This design comes from an exercise in tuning for small area and a short achievable clock period on the open sky130 flow, not from production work. RTL that was checked went through simulation tests only; none was proved equivalent to the original. Power and IR drop assume default switching activity.

Setup of before:
==> module mult_top, before the edit <==
module mult_top(
    input clk,
    input  [15:0] x,
    input  [15:0] y,
    output [31:0] p_out
    );
    localparam M = 13;
    wire [36:0] cs;
    wire [12:0] oa;
    wire [11:0] pl;
    lobo_pre pre(.x(x), .y(y), .cs(cs), .oa(oa), .pl(pl));
    reg [36:0] C_vec;    
    reg [12:0] A_vec;    
    reg [11:0] L_vec;    
    always @(posedge clk)
    begin
        C_vec <= cs;
        A_vec <= oa;
        L_vec <= pl;
    end
    wire [M:0] lo;
    wire [19-M:0] hi;
    lobo_sum sum(.cs(C_vec), .oa(A_vec), .lo(lo), .hi(hi));
    reg [11+M:0] P_vec;   
    reg          K_vec;   
    reg [19-M:0] H_vec;   
    always @(posedge clk)
    begin
        P_vec <= {lo[M-1:0], L_vec};
        K_vec <= lo[M];
        H_vec <= hi;
    end
    assign p_out[11+M:0] = P_vec;
    lobo_inc inc(.hi(H_vec), .c(K_vec), .p(p_out[31:12+M]));
endmodule
==> module lobo_sum, before the edit <==
module lobo_sum(
    input  [36:0] cs,
    input  [12:0] oa,
    output [13:0] lo,           
    output [6:0] hi            
    );
    wire w74 = cs[1] ^ cs[2] ^ cs[3];
    wire w75 = (cs[1] & cs[2]) | (cs[3] & (cs[1] ^ cs[2]));
    wire w76 = cs[4] ^ cs[5] ^ oa[2];
    wire w77 = (cs[4] & cs[5]) | (oa[2] & (cs[4] ^ cs[5]));
    wire w78 = cs[6] ^ cs[7] ^ oa[3];
    wire w79 = (cs[6] & cs[7]) | (oa[3] & (cs[6] ^ cs[7]));
    wire w80 = cs[8] ^ cs[9] ^ oa[4];
    wire w81 = (cs[8] & cs[9]) | (oa[4] & (cs[8] ^ cs[9]));
    wire w82 = cs[10] ^ cs[11] ^ oa[5];
    wire w83 = (cs[10] & cs[11]) | (oa[5] & (cs[10] ^ cs[11]));
    wire w84 = cs[12] ^ cs[13] ^ oa[6];
    wire w85 = (cs[12] & cs[13]) | (oa[6] & (cs[12] ^ cs[13]));
    wire w86 = cs[14] ^ cs[15] ^ oa[7];
    wire w87 = (cs[14] & cs[15]) | (oa[7] & (cs[14] ^ cs[15]));
    wire w88 = cs[16] ^ cs[17] ^ oa[8];
    wire w89 = (cs[16] & cs[17]) | (oa[8] & (cs[16] ^ cs[17]));
    wire w90 = cs[18] ^ cs[19] ^ oa[9];
    wire w91 = (cs[18] & cs[19]) | (oa[9] & (cs[18] ^ cs[19]));
    wire w92 = cs[20] ^ cs[21] ^ oa[10];
    wire w93 = (cs[20] & cs[21]) | (oa[10] & (cs[20] ^ cs[21]));
    wire w94 = cs[22] ^ cs[23] ^ oa[11];
    wire w95 = (cs[22] & cs[23]) | (oa[11] & (cs[22] ^ cs[23]));
    wire w96 = cs[24] ^ cs[25] ^ oa[12];
    wire w97 = (cs[24] & cs[25]) | (oa[12] & (cs[24] ^ cs[25]));
    wire w98 = cs[26] ^ cs[27] ^ ~oa[12];
    wire w99 = (cs[26] & cs[27]) | (~oa[12] & (cs[26] ^ cs[27]));
    wire w100 = ~(cs[28] ^ cs[29]);
    wire w101 = cs[28] | cs[29];
    wire w102 = ~(cs[31] ^ cs[32]);
    wire w103 = cs[31] | cs[32];
    wire w104 = cs[33] ^ cs[34];
    wire w105 = cs[33] & cs[34];
    wire w106 = cs[30] ^ w99 ^ w100;
    wire w107 = (cs[30] & w99) | (w100 & (cs[30] ^ w99));
    wire w108 = w101 ^ w102;
    wire w109 = w101 & w102;
    wire w110 = w103 ^ w104;
    wire w111 = w103 & w104;
    wire w112 = ~(cs[35] ^ w105);
    wire w113 = cs[35] | w105;
    wire [19:0] ra = {1'b1, cs[36], w111, w109, w107, w106, w97, w95, w93, w91, w89, w87, w85, w83, w81, w79, w77, w75, oa[1], cs[0]};
    wire [19:0] rb = {1'b0, w113, w112, w110, w108, 1'b0, w98, w96, w94, w92, w90, w88, w86, w84, w82, w80, w78, w76, w74, oa[0]};
    assign lo = {1'b0, ra[12:0]} + {1'b0, rb[12:0]};
    assign hi = ra[19:13] + rb[19:13];
endmodule
==> module lobo_inc, before the edit <==
module lobo_inc(
    input  [6:0] hi,
    input  c,
    output [6:0] p
    );
    assign p = hi + c;
endmodule
==> module LOBOq2_12bit_1C_v2, before the edit <==
module LOBOq2_12bit_1C_v2(
    input [15:0] x,
    input [15:0] y,
    output [31:0] p
    );
    wire [36:0] cs;
    wire [12:0] oa;
    wire [13:0] lo;
    wire [6:0] hi;
    lobo_pre pre(.x(x), .y(y), .cs(cs), .oa(oa), .pl(p[11:0]));
    lobo_sum sum(.cs(cs), .oa(oa), .lo(lo), .hi(hi));
    assign p[24:12] = lo[12:0];
    lobo_inc inc(.hi(hi), .c(lo[13]), .p(p[31:25]));
endmodule
clock: 5.2 ns
lec_check: 0
abc_area: 1
cap_margin: 20
core_margin: 2
core_utilization: 40
setup_slack_margin: 2.7
slew_margin: 20
standard.sh (not shown) runs the stock make flow with config.mk's settings and CLKGATE_MAP_FILE= SYNTH_SCRIPT=/design/flow/synth_recipe.tcl, a recipe that flattens the netlist after the stock synthesis.
==> flow/flow/run.sh <==
#!/bin/bash
# Standard layout, with the smallest buffer (buf_1) on every input and output
# port, and a clock tree of clkbuf_8 without dummy loads.
set -euo pipefail
export BUFFER_PORTS_ARGS="-buffer_cell sky130_fd_sc_hd__buf_1"
export CTS_ARGS="-sink_clustering_enable -repair_clock_nets -dont_use_dummy_load -buf_list sky130_fd_sc_hd__clkbuf_8"
bash standard.sh > standard.log 2>&1
The inputs of after differ from those of before as listed below.
-- flow/design.v --
<<< before, line 3
    input  [15:0] x,
    input  [15:0] y,
    output [31:0] p_out
    );
    localparam M = 13;
    wire [36:0] cs;
    wire [12:0] oa;
>>> after, line 3
    input  [15:0] x,
    input  [15:0] y,
    output reg [31:0] p_out
    );
    wire [36:0] cs;
    wire [12:0] oa;
<<< before, line 19
        L_vec <= pl;
    end
    wire [M:0] lo;
    wire [19-M:0] hi;
    lobo_sum sum(.cs(C_vec), .oa(A_vec), .lo(lo), .hi(hi));
    reg [11+M:0] P_vec;   
    reg          K_vec;   
    reg [19-M:0] H_vec;   
    always @(posedge clk)
    begin
        P_vec <= {lo[M-1:0], L_vec};
        K_vec <= lo[M];
        H_vec <= hi;
    end
    assign p_out[11+M:0] = P_vec;
    lobo_inc inc(.hi(H_vec), .c(K_vec), .p(p_out[31:12+M]));
endmodule
module lobo_pre(
>>> after, line 18
        L_vec <= pl;
    end
    wire [19:0] P_hi;
    lobo_sum sum(.cs(C_vec), .oa(A_vec), .p(P_hi));
    always @(posedge clk)
        p_out <= {P_hi, L_vec};
endmodule
module lobo_pre(
<<< before, line 189
    input  [36:0] cs,
    input  [12:0] oa,
    output [13:0] lo,           
    output [6:0] hi            
    );
    wire w74 = cs[1] ^ cs[2] ^ cs[3];
>>> after, line 178
    input  [36:0] cs,
    input  [12:0] oa,
    output [19:0] p             
    );
    wire w74 = cs[1] ^ cs[2] ^ cs[3];
<<< before, line 234
    wire [19:0] ra = {1'b1, cs[36], w111, w109, w107, w106, w97, w95, w93, w91, w89, w87, w85, w83, w81, w79, w77, w75, oa[1], cs[0]};
    wire [19:0] rb = {1'b0, w113, w112, w110, w108, 1'b0, w98, w96, w94, w92, w90, w88, w86, w84, w82, w80, w78, w76, w74, oa[0]};
    assign lo = {1'b0, ra[12:0]} + {1'b0, rb[12:0]};
    assign hi = ra[19:13] + rb[19:13];
endmodule
module lobo_inc(
    input  [6:0] hi,
    input  c,
    output [6:0] p
    );
    assign p = hi + c;
endmodule
module LOBOq2_12bit_1C_v2(
>>> after, line 222
    wire [19:0] ra = {1'b1, cs[36], w111, w109, w107, w106, w97, w95, w93, w91, w89, w87, w85, w83, w81, w79, w77, w75, oa[1], cs[0]};
    wire [19:0] rb = {1'b0, w113, w112, w110, w108, 1'b0, w98, w96, w94, w92, w90, w88, w86, w84, w82, w80, w78, w76, w74, oa[0]};
    assign p = ra + rb;
endmodule
module LOBOq2_12bit_1C_v2(
<<< before, line 251
    wire [36:0] cs;
    wire [12:0] oa;
    wire [13:0] lo;
    wire [6:0] hi;
    lobo_pre pre(.x(x), .y(y), .cs(cs), .oa(oa), .pl(p[11:0]));
    lobo_sum sum(.cs(cs), .oa(oa), .lo(lo), .hi(hi));
    assign p[24:12] = lo[12:0];
    lobo_inc inc(.hi(hi), .c(lo[13]), .p(p[31:25]));
endmodule
>>> after, line 231
    wire [36:0] cs;
    wire [12:0] oa;
    lobo_pre pre(.x(x), .y(y), .cs(cs), .oa(oa), .pl(p[11:0]));
    lobo_sum sum(.cs(cs), .oa(oa), .p(p[31:12]));
endmodule
==> comparison <==
- Comparing before and after, layout-stage area growth over the synthesis result is lower on after.
- Power grows by a little under 10% when moving from before to after.
- Going from before to after, post-synthesis cell type count shows an increase of about 10%; number of vias after detailed routing saw an increase; count of cell instances traversed by the critical path increased by 3 relative to the old numbers.
- Multi-input combinational area share | after above before
- Diff before -> after | met3 track demand over resource | decrease of 0.21 points
- Changes observed in after relative to before: buffer share of cell area shows a reduction of 0.22 points; worst-path maximum fanout shows an increase of 19; synthesized instance count shows an increase of 55.
- As far as hold slack is concerned, before and after perform about the same.
- Of before and after, before shows the lower non-clock buffer count, with after above it.
The RTL of before was laid out without a check of its function.


## job 101
Another version of the RTL of mult_top (not shown whole).
For scale: ~720 cells after synthesis, roughly 65 I/O pins, about 5700 um2 of cells after synthesis.
==> module mult_top, before the edit <==
module mult_top(
    input clk,
    input  [15:0] x,
    input  [15:0] y,
    output [31:0] p_out
    );
    localparam M = 16;
    wire [36:0] cs;
    wire [12:0] oa;
    wire [11:0] pl;
    lobo_pre pre(.x(x), .y(y), .cs(cs), .oa(oa), .pl(pl));
    reg [36:0] C_vec;    
    reg [12:0] A_vec;    
    reg [11:0] L_vec;    
    always @(posedge clk)
    begin
        C_vec <= cs;
        A_vec <= oa;
        L_vec <= pl;
    end
    wire [M:0] lo;
    wire [19-M:0] hi;
    lobo_sum sum(.cs(C_vec), .oa(A_vec), .lo(lo), .hi(hi));
    reg [11+M:0] P_vec;   
    reg          K_vec;   
    reg [19-M:0] H_vec;   
    always @(posedge clk)
    begin
        P_vec <= {lo[M-1:0], L_vec};
        K_vec <= lo[M];
        H_vec <= hi;
    end
    assign p_out[11+M:0] = P_vec;
    lobo_inc inc(.hi(H_vec), .c(K_vec), .p(p_out[31:12+M]));
endmodule
==> module lobo_sum, before the edit <==
module lobo_sum(
    input  [36:0] cs,
    input  [12:0] oa,
    output [16:0] lo,           
    output [3:0] hi            
    );
    wire w74 = cs[1] ^ cs[2] ^ cs[3];
    wire w75 = (cs[1] & cs[2]) | (cs[3] & (cs[1] ^ cs[2]));
    wire w76 = cs[4] ^ cs[5] ^ oa[2];
    wire w77 = (cs[4] & cs[5]) | (oa[2] & (cs[4] ^ cs[5]));
    wire w78 = cs[6] ^ cs[7] ^ oa[3];
    wire w79 = (cs[6] & cs[7]) | (oa[3] & (cs[6] ^ cs[7]));
    wire w80 = cs[8] ^ cs[9] ^ oa[4];
    wire w81 = (cs[8] & cs[9]) | (oa[4] & (cs[8] ^ cs[9]));
    wire w82 = cs[10] ^ cs[11] ^ oa[5];
    wire w83 = (cs[10] & cs[11]) | (oa[5] & (cs[10] ^ cs[11]));
    wire w84 = cs[12] ^ cs[13] ^ oa[6];
    wire w85 = (cs[12] & cs[13]) | (oa[6] & (cs[12] ^ cs[13]));
    wire w86 = cs[14] ^ cs[15] ^ oa[7];
    wire w87 = (cs[14] & cs[15]) | (oa[7] & (cs[14] ^ cs[15]));
    wire w88 = cs[16] ^ cs[17] ^ oa[8];
    wire w89 = (cs[16] & cs[17]) | (oa[8] & (cs[16] ^ cs[17]));
    wire w90 = cs[18] ^ cs[19] ^ oa[9];
    wire w91 = (cs[18] & cs[19]) | (oa[9] & (cs[18] ^ cs[19]));
    wire w92 = cs[20] ^ cs[21] ^ oa[10];
    wire w93 = (cs[20] & cs[21]) | (oa[10] & (cs[20] ^ cs[21]));
    wire w94 = cs[22] ^ cs[23] ^ oa[11];
    wire w95 = (cs[22] & cs[23]) | (oa[11] & (cs[22] ^ cs[23]));
    wire w96 = cs[24] ^ cs[25] ^ oa[12];
    wire w97 = (cs[24] & cs[25]) | (oa[12] & (cs[24] ^ cs[25]));
    wire w98 = cs[26] ^ cs[27] ^ ~oa[12];
    wire w99 = (cs[26] & cs[27]) | (~oa[12] & (cs[26] ^ cs[27]));
    wire w100 = ~(cs[28] ^ cs[29]);
    wire w101 = cs[28] | cs[29];
    wire w102 = ~(cs[31] ^ cs[32]);
    wire w103 = cs[31] | cs[32];
    wire w104 = cs[33] ^ cs[34];
    wire w105 = cs[33] & cs[34];
    wire w106 = cs[30] ^ w99 ^ w100;
    wire w107 = (cs[30] & w99) | (w100 & (cs[30] ^ w99));
    wire w108 = w101 ^ w102;
    wire w109 = w101 & w102;
    wire w110 = w103 ^ w104;
    wire w111 = w103 & w104;
    wire w112 = ~(cs[35] ^ w105);
    wire w113 = cs[35] | w105;
    wire [19:0] ra = {1'b1, cs[36], w111, w109, w107, w106, w97, w95, w93, w91, w89, w87, w85, w83, w81, w79, w77, w75, oa[1], cs[0]};
    wire [19:0] rb = {1'b0, w113, w112, w110, w108, 1'b0, w98, w96, w94, w92, w90, w88, w86, w84, w82, w80, w78, w76, w74, oa[0]};
    assign lo = {1'b0, ra[15:0]} + {1'b0, rb[15:0]};
    assign hi = ra[19:16] + rb[19:16];
endmodule
==> module lobo_inc, before the edit <==
module lobo_inc(
    input  [3:0] hi,
    input  c,
    output [3:0] p
    );
    assign p = hi + c;
endmodule
==> module LOBOq2_12bit_1C_v2, before the edit <==
module LOBOq2_12bit_1C_v2(
    input [15:0] x,
    input [15:0] y,
    output [31:0] p
    );
    wire [36:0] cs;
    wire [12:0] oa;
    wire [16:0] lo;
    wire [3:0] hi;
    lobo_pre pre(.x(x), .y(y), .cs(cs), .oa(oa), .pl(p[11:0]));
    lobo_sum sum(.cs(cs), .oa(oa), .lo(lo), .hi(hi));
    assign p[27:12] = lo[15:0];
    lobo_inc inc(.hi(hi), .c(lo[16]), .p(p[31:28]));
endmodule
clock: 5.2 ns
lec_check: 0
abc_area: 1
cap_margin: 20
core_margin: 2
core_utilization: 40
setup_slack_margin: 2.7
slew_margin: 20
Scripts as last shown in full above: flow/flow/run.sh
#### Input delta (job 102 over job 101)
-- flow/design.v --
<<< job 101, line 5
    output [31:0] p_out
    );
    localparam M = 16;
    wire [36:0] cs;
    wire [12:0] oa;
>>> job 102, line 5
    output [31:0] p_out
    );
    localparam M = 14;
    wire [36:0] cs;
    wire [12:0] oa;
<<< job 101, line 193
    input  [36:0] cs,
    input  [12:0] oa,
    output [16:0] lo,           
    output [3:0] hi            
    );
    wire w74 = cs[1] ^ cs[2] ^ cs[3];
>>> job 102, line 193
    input  [36:0] cs,
    input  [12:0] oa,
    output [14:0] lo,           
    output [5:0] hi            
    );
    wire w74 = cs[1] ^ cs[2] ^ cs[3];
<<< job 101, line 238
    wire [19:0] ra = {1'b1, cs[36], w111, w109, w107, w106, w97, w95, w93, w91, w89, w87, w85, w83, w81, w79, w77, w75, oa[1], cs[0]};
    wire [19:0] rb = {1'b0, w113, w112, w110, w108, 1'b0, w98, w96, w94, w92, w90, w88, w86, w84, w82, w80, w78, w76, w74, oa[0]};
    assign lo = {1'b0, ra[15:0]} + {1'b0, rb[15:0]};
    assign hi = ra[19:16] + rb[19:16];
endmodule
module lobo_inc(
    input  [3:0] hi,
    input  c,
    output [3:0] p
    );
    assign p = hi + c;
>>> job 102, line 238
    wire [19:0] ra = {1'b1, cs[36], w111, w109, w107, w106, w97, w95, w93, w91, w89, w87, w85, w83, w81, w79, w77, w75, oa[1], cs[0]};
    wire [19:0] rb = {1'b0, w113, w112, w110, w108, 1'b0, w98, w96, w94, w92, w90, w88, w86, w84, w82, w80, w78, w76, w74, oa[0]};
    assign lo = {1'b0, ra[13:0]} + {1'b0, rb[13:0]};
    assign hi = ra[19:14] + rb[19:14];
endmodule
module lobo_inc(
    input  [5:0] hi,
    input  c,
    output [5:0] p
    );
    assign p = hi + c;
<<< job 101, line 255
    wire [36:0] cs;
    wire [12:0] oa;
    wire [16:0] lo;
    wire [3:0] hi;
    lobo_pre pre(.x(x), .y(y), .cs(cs), .oa(oa), .pl(p[11:0]));
    lobo_sum sum(.cs(cs), .oa(oa), .lo(lo), .hi(hi));
    assign p[27:12] = lo[15:0];
    lobo_inc inc(.hi(hi), .c(lo[16]), .p(p[31:28]));
endmodule
>>> job 102, line 255
    wire [36:0] cs;
    wire [12:0] oa;
    wire [14:0] lo;
    wire [5:0] hi;
    lobo_pre pre(.x(x), .y(y), .cs(cs), .oa(oa), .pl(p[11:0]));
    lobo_sum sum(.cs(cs), .oa(oa), .lo(lo), .hi(hi));
    assign p[25:12] = lo[13:0];
    lobo_inc inc(.hi(hi), .c(lo[14]), .p(p[31:26]));
endmodule
[summary]
- Job 102 vs job 101 — instance count of the mapped netlist dropped by a few percent
- met2 wire length ends up lower on job 101.
- Delta (job 102 minus job 101): total instance count after detailed placement has decreased, number of clock buffers in the layout stayed essentially flat, fraction of met2 tracks used by global routing has increased, post-cts gate resize count has increased, relative area change from synthesis to final layout fell 0.60 points.
- The type of the worst setup path comes out input pin to flop in one run and flop to output port in the other, namely in job 101 and job 102 respectively.
- On flip-flop and latch power, job 102 tracks job 101 almost exactly.
- Job 101 and job 102 ended up with roughly the same share of the clock period used by the worst path.
- The power in the clock group was comparable across job 101 and job 102.
No functional check of the RTL was part of any run of this note.

==> what the ideal ports hide <==
In the flow no input, the clock included, has a driving cell. The finished layouts below were timed again as built, in two steps. Step 1, drivers: a clkbuf_16 drives clk and a buf_2 each remaining input, both assumed. Step 2 moves the port delays by t, midway between the first and last clock arrival at a register: inputs arrive t later, outputs are due t later. That takes back most of the time a late clock gives input paths. a / b / c = ideal / step 1 / step 2; a / b = the first two.
run | t (ns) | slack for setup (ns) | worst hold slack (ns) | worst register clock-pin slew, ns | pins driven straight from the clock port
before | 0.397 | 2.635 / 2.599 / 2.352 | 0.329 / 0.329 / 0.329 | 0.08 / 0.08 | 1
after | 0.391 | 2.690 / 2.704 / 2.313 | 0.330 / 0.330 / 0.330 | 0.09 / 0.09 | 1
job 101 | 0.401 | 2.731 / 2.690 / 2.289 | 0.317 / 0.317 / 0.317 | 0.10 / 0.10 | 1
job 102 | 0.394 | 2.733 / 2.700 / 2.391 | 0.328 / 0.328 / 0.328 | 0.09 / 0.09 | 1
After both steps every run listed still meets setup and hold. For job 101, which loses most, drivers alone change the setup slack by -0.041 ns; drivers and shift together by -0.442 ns.
